Source: an optimization exercise on an open RTL-to-GDS flow (aim: small area and a short achievable clock period). Production flows keep margins and buffers that such runs may drop. No run shown here included a check of the RTL's function; only the layout flow was run. Power figures rest on the tool's default switching activity, not on a simulated workload.

==> flow/design.v (outline; a module is shown in full before it is edited, if it fits) <==
// module fir_15: 2295 lines
module fir_15 #
  (
    parameter integer C_S00_AXIS_TDATA_WIDTH  = 32,
    parameter integer C_M00_AXIS_TDATA_WIDTH  = 32
  )
  (
  input wire  s00_axis_aclk, s00_axis_aresetn,
  input wire  s00_axis_tlast, s00_axis_tvalid,
  input wire [C_S00_AXIS_TDATA_WIDTH-1 : 0] s00_axis_tdata,
  input wire [(C_S00_AXIS_TDATA_WIDTH/8)-1: 0] s00_axis_tstrb,
  output logic  s00_axis_tready,
  input wire  m00_axis_tready,
  output logic  m00_axis_tvalid, m00_axis_tlast,
  output logic [C_M00_AXIS_TDATA_WIDTH-1 : 0] m00_axis_tdata,
  output logic [(C_M00_AXIS_TDATA_WIDTH/8)-1: 0] m00_axis_tstrb
  );
  // ...
==> flow/run.sh <==
#!/bin/bash
# synth_recipe.tcl (not shown) runs the flow's synth.tcl, then flattens the netlist and writes it again
# the make line also repeats each setting of config.mk as NAME=value (left out here)
make -C /OpenROAD-flow-scripts/flow DESIGN_CONFIG=/design/flow/config.mk WORK_HOME=/design/flow/orfs CLKGATE_MAP_FILE= SYNTH_SCRIPT=/design/flow/synth_recipe.tcl finish
==> flow/config.mk <==
export PLATFORM = sky130hd
export DESIGN_NAME = fir_15
export DESIGN_NICKNAME = fir_15
export VERILOG_FILES = /design/flow/design.v
export SDC_FILE = /design/flow/constraint.sdc
export NUM_CORES = 4
export LEC_CHECK = 0
export CAP_MARGIN = 20
export CORE_MARGIN = 2
export CORE_UTILIZATION = 50
export SETUP_SLACK_MARGIN = 3.9
export SLEW_MARGIN = 20
==> flow/constraint.sdc <==
create_clock -name core_clock -period 7.5 [get_ports {s00_axis_aclk}]
set_input_delay 1.5000 -clock core_clock [delete_from_list [all_inputs] [get_ports {s00_axis_aclk}]]
set_output_delay 1.5000 -clock core_clock [all_outputs]
set_load 0.01 [all_outputs]
==> impl_metrics.yaml, run 1 <==
status:
  status: "finished clean"
global_route:
  met2_usage_pct: 36.7
worst_setup_path:
  cp.depth: 9
  cpPeakStageDelay_ns: 0.35
  cp-startpoint: "og[0]"
  crit_type: "reg2out"
  r2r_slack_ns: 4.06
  rr_worst_depth: 14
layout:
  area_growth_syn_to_layout_pct: 12.4
  clk_share_pct: 5.51
  multi_input_area_um2: 26100
  nMultiInputCombCells: 2428
  largest_register_ffs: 60
  largest_register: "s"
  final_common_cell: "inv_1"
  area_dominant_class: "multi-input combinational cells"
  nonClkBufAreaFrac_pct: 3.49
  sequential_cell_total: 686
routing:
  dr_wl_met3_um: 1830
  ant_nets: 0
  dr_total_vias: 25600
  top_layer: "met4"
timing:
  slew_violations: 0
  period_needed_ns: 4.24
  skew_ns: 0.0197
  fmax_mhz: 236
  setup_slack_ns: 3.26
  slew_headroom_pct: 19.7
clock_network:
  cts_setup_buffers: 27
  cts_resized: 155
  clkLatencyLatePin_ns: 0.65
  ctsRootBufferMaster: "clkbuf_16"
synthesis:
  yosysTopAreaCellShare_pct: 31.9
  yosysTopAreaCell: "dfxtp_1"
  synthMuxAreaShare_pct: 11.3
  synth_xor_area_share_pct: 1.89
  netlist_area_um2: 43100
  synth_compound_area_share_pct: 6.06
power:
  p_leak_nw: 22.5
  peakVddDrop_mv: 0.199
  p_sw_share_pct: 31.1
  power_clock_mw: 3.95
placed_design:
  port_buffers: 79
  dp_cells: 5078
==> run 2, diff against run 1 <==
--- a/flow/config.mk
+++ b/flow/config.mk
@@ -10,3 +10,3 @@
 export CORE_UTILIZATION = 50
-export SETUP_SLACK_MARGIN = 3.9
+export SETUP_SLACK_MARGIN = 4.2
 export SLEW_MARGIN = 20
==> impl_metrics.yaml, run 2 <==
status:
  status: "finished clean"
hold_path:
  min_from: "o0[7]"
  hp-class: "reg2reg"
  min_to: "o0[7]"
  holdPathStages: 1
placed_design:
  port_buffers: 79
  place_congestion: 0.746
  dpl.hpwl_um: 57700
  placed_cell_area_um2: 45000
worst_setup_path:
  worst-path-buf-inv: 2
  r2r_slack_ns: 4.08
  cpPeakStageDelay_ns: 0.35
  crit_chain: "a21o_1 -> a21o_4 -> a21o_4 -> a21o_4 -> a21oi_4 -> nor2b_2 -> nor2_4 -> buf_6 -> mux2_4 -> buf_6"
  crit_required_ns: 6.00
  crit_path_frequent_cell: "a21o_4"
  crit_type: "reg2out"
  cp.depth: 10
  r2r_start: "xr[20]"
  cp_max_fo: 2
  crit_family: "compound AO/OA/AOI/OAI gates"
  endpoint_kind: "output pin"
  cp.arrival_ns: 2.75
  critical_path.slowest_cell: "dfxtp_4"
  critPathLaunchType: "flop"
  rr_worst_depth: 12
  r2r-end: "o1[23]"
synthesis:
  syn_area_per_cell_um2: 10.7
  synth_fa_ha_area_share_pct: 30.6
  synth_edf_count: 0
  synth_xor_area_share_pct: 1.89
  async_flop_share_pct: 0
  syn_nets: 4783
  synthMuxAreaShare_pct: 11.3
  ys_top_cells_by_count: "inv_1 (709), dfxtp_1 (686), fa_1 (549)"
  synth_warnings: 1
  synth-seq-cells: 686
  ys_seq_area_share_pct: 31.9
  yosysTopAreaCell: "dfxtp_1"
  yosys_most_used_dff: "dfxtp_1"
  yosysTopAreaCellShare_pct: 31.9
  synth_top_family_by_area: "adder cells"
  synth_cell_type_count: 50
  synth_most_common_cell: "inv_1"
  synthSimpleGateAreaFrac_pct: 10.3
  netlist_area_um2: 43100
  synth_compound_area_share_pct: 6.06
  synth.area.top_cells: "dfxtp_1 (32%), fa_1 (26%), mux2i_1 (11%), nor2b_1 (6.6%), inv_1 (6.2%)"
  syn_inst: 4018
routing:
  first_pass_iters: 4
  dr_total_vias: 25900
  wl_per_cell_um: 16.1
  dr_wl_met3_um: 1850
  drc_errors: 0
  route.met2.wl_um: 46600
  ant_nets: 0
  top_layer: "met4"
  met1Wirelength_um: 36200
  drt_iter0_drc: 1076
  routed_wl_um: 86700
  vias_per_cell: 4.82
power:
  peakVddDrop_mv: 0.211
  p_leak_nw: 23.1
  power_density_nw_per_um2: 241
floorplanning:
  num_rows: 107
  die_x_um: 298
  pin_count: 80
  fp.dieH_um: 298
  dieArea_um2: 88500
  coreArea_um2: 85300
  start_util_pct: 50.5
layout:
  layout-drive-gt1-share_pct: 12.0
  final_util_pct: 58.2
  final_cell_mix: "inv_1 (677), dfxtp_1 (654), fa_1 (528), mux2i_1 (460), nor2b_1 (455)"
  nNetsFinal: 4931
  final_common_cell: "inv_1"
  ff_latch_area_um2: 13800
  n_antenna_cell: 0
  fillers: 7468
  multi_input_area_um2: 26300
  area_growth_syn_to_layout_pct: 15.3
  largest_register: "s"
  largest_register_ffs: 60
  fin_area_um2: 49700
timing:
  hold_viol: 0
  setup_viol: 0
  period_needed_ns: 4.25
  skew_ns: 0.0192
  fmax_mhz: 235
  timing.hold.ws_ns: 0.476
  tns_ns: 0
  worst_slew_pin_slew_ns: 1.03
  min_period_over_period_pct: 56.6
  rsz0062_at_grt: "true"
  slew_headroom_pct: 31.6
  slew_violations: 0
clock_network:
  cts_buffer_depth: 3
  cts_tree: "done"
  cts.htree.levels: 3
  clkLatencyLatePin_ns: 0.64
  cts_made_buffers: 82
  cts_sinks: 686
  clkTransAtPathRegs_ns: 0.06
  ctsRootBufferMaster: "clkbuf_16"
global_route:
  antenna_found_initial: 0
  track_usage_pct: 20.1
  gr-total-overflow: 0
  grt_pass1_vias: 26800
  grt_max_degree: 182
  grt_pass1_wl_um: 143000
flow_run:
  maxCapViolCount: 0
## run 2: cell counts after synthesis
No cell type changed its count.
## run 2: worst max-delay path by stage
stage	endpoint	slack [ns]	start
after floorplan	o1[15]	3.71	s00_axis_tvalid
after global placement	l[10]	3.17	m00_axis_tready
after detailed placement	s[18]	3.14	m00_axis_tready
after CTS	m00_axis_tdata[29]	3.15	og[0]
after global routing	m00_axis_tdata[29]	3.14	op[1]
final	m00_axis_tdata[31]	3.25	og[0]
## run 2: layout make-up
type	count	share of cell area, %
Clock inverter	14	0.267
Timing Repair Buffer	259	5.30
Clock buffer	132	5.10
Tap cell	1144	2.88
Multi-Input combinational cell	2428	53.0
Inverter	709	5.55
Sequential cell	686	27.9
## run 2: routing by layer
metal	vias up	track usage [%]
met4	0	5.22
met5	-	0
met2	189	37.4
met3	125	2.80
met1	12700	24.1
li1	12900	-
## run 2: kinds of logic (layout without fill, tap and decap cells)
logic type / after synthesis / in the layout
and+or+nand+nor: 807 / 807
muxes: 483 / 483
xor gates and xnor gates: 93 / 93
AOI/OAI and AO/OA: 321 / 321
DFF: 686 / 686
adders and majority gates: 724 / 724
buffers and inverters: 904 / 1114
## run 2: worst reg2reg max path, stage by stage (launching register included)
cell     delay [ns]
dfxtp_4        0.35
buf_12         0.12
buf_4          0.13
fa_1           0.53
inv_1          0.04
ha_1           0.31
fa_1           0.53
fa_2           0.41
fa_2           0.38
a31oi_1        0.19
xnor2_1        0.14
mux2i_1        0.09
nor2b_1        0.13
## run 2: stage by stage
| stage | instances | total power [mW] | worst slack (ns) |
|---|---|---|---|
| after detailed placement | 5069 | 7.74 | 3.14 |
| after global placement | 5069 | 7.71 | 3.17 |
| after CTS | 5317 | 11.9 | 3.15 |
| after global routing | 5372 | 12.8 | 3.14 |
| final | 5372 | 12.0 | 3.25 |
| after floorplan | 4018 | 6.93 | 3.71 |
## run 2: repair_timing
item	in CTS	in global routing
hold buffers	0	0
gates resized for setup	216	77
pin swaps	42	36
buffers inserted	96	54
cloned	6	1
endpoints found under the setup margin	398	182
## run 2: power by group
part	total [mW]	leakage [nW]	internal [mW]	switching (mW)
Combinational	3.82	16.2	1.94	1.88
Sequential	4.21	5.64	4.00	0.208
Clock	3.93	1.32	2.34	1.59

==> static timing again, ports no longer ideal <==
In the flow no input, the clock included, has a driving cell. The finished layouts below were timed again as built, in two steps.
Step 1, drivers: a clkbuf_16 drives s00_axis_aclk and a buf_2 each remaining input, both assumed.
Step 2 also shifts input and output timing later by t, the mid clock arrival at the registers, as if the neighbouring blocks saw the same clock.
Slacks: ideal / step 1 / step 2; pairs: ideal / step 1.
| run | shift t [ns] | slack for setup (ns) | cell pins on the clock port's net |
|---|---|---|---|
| run 1 | 0.707 | 3.259 / 3.194 / 3.308 | 1 |
| run 2 | 0.698 | 3.252 / 3.184 / 3.410 | 1 |
After both steps setup and hold are still met in every run listed.
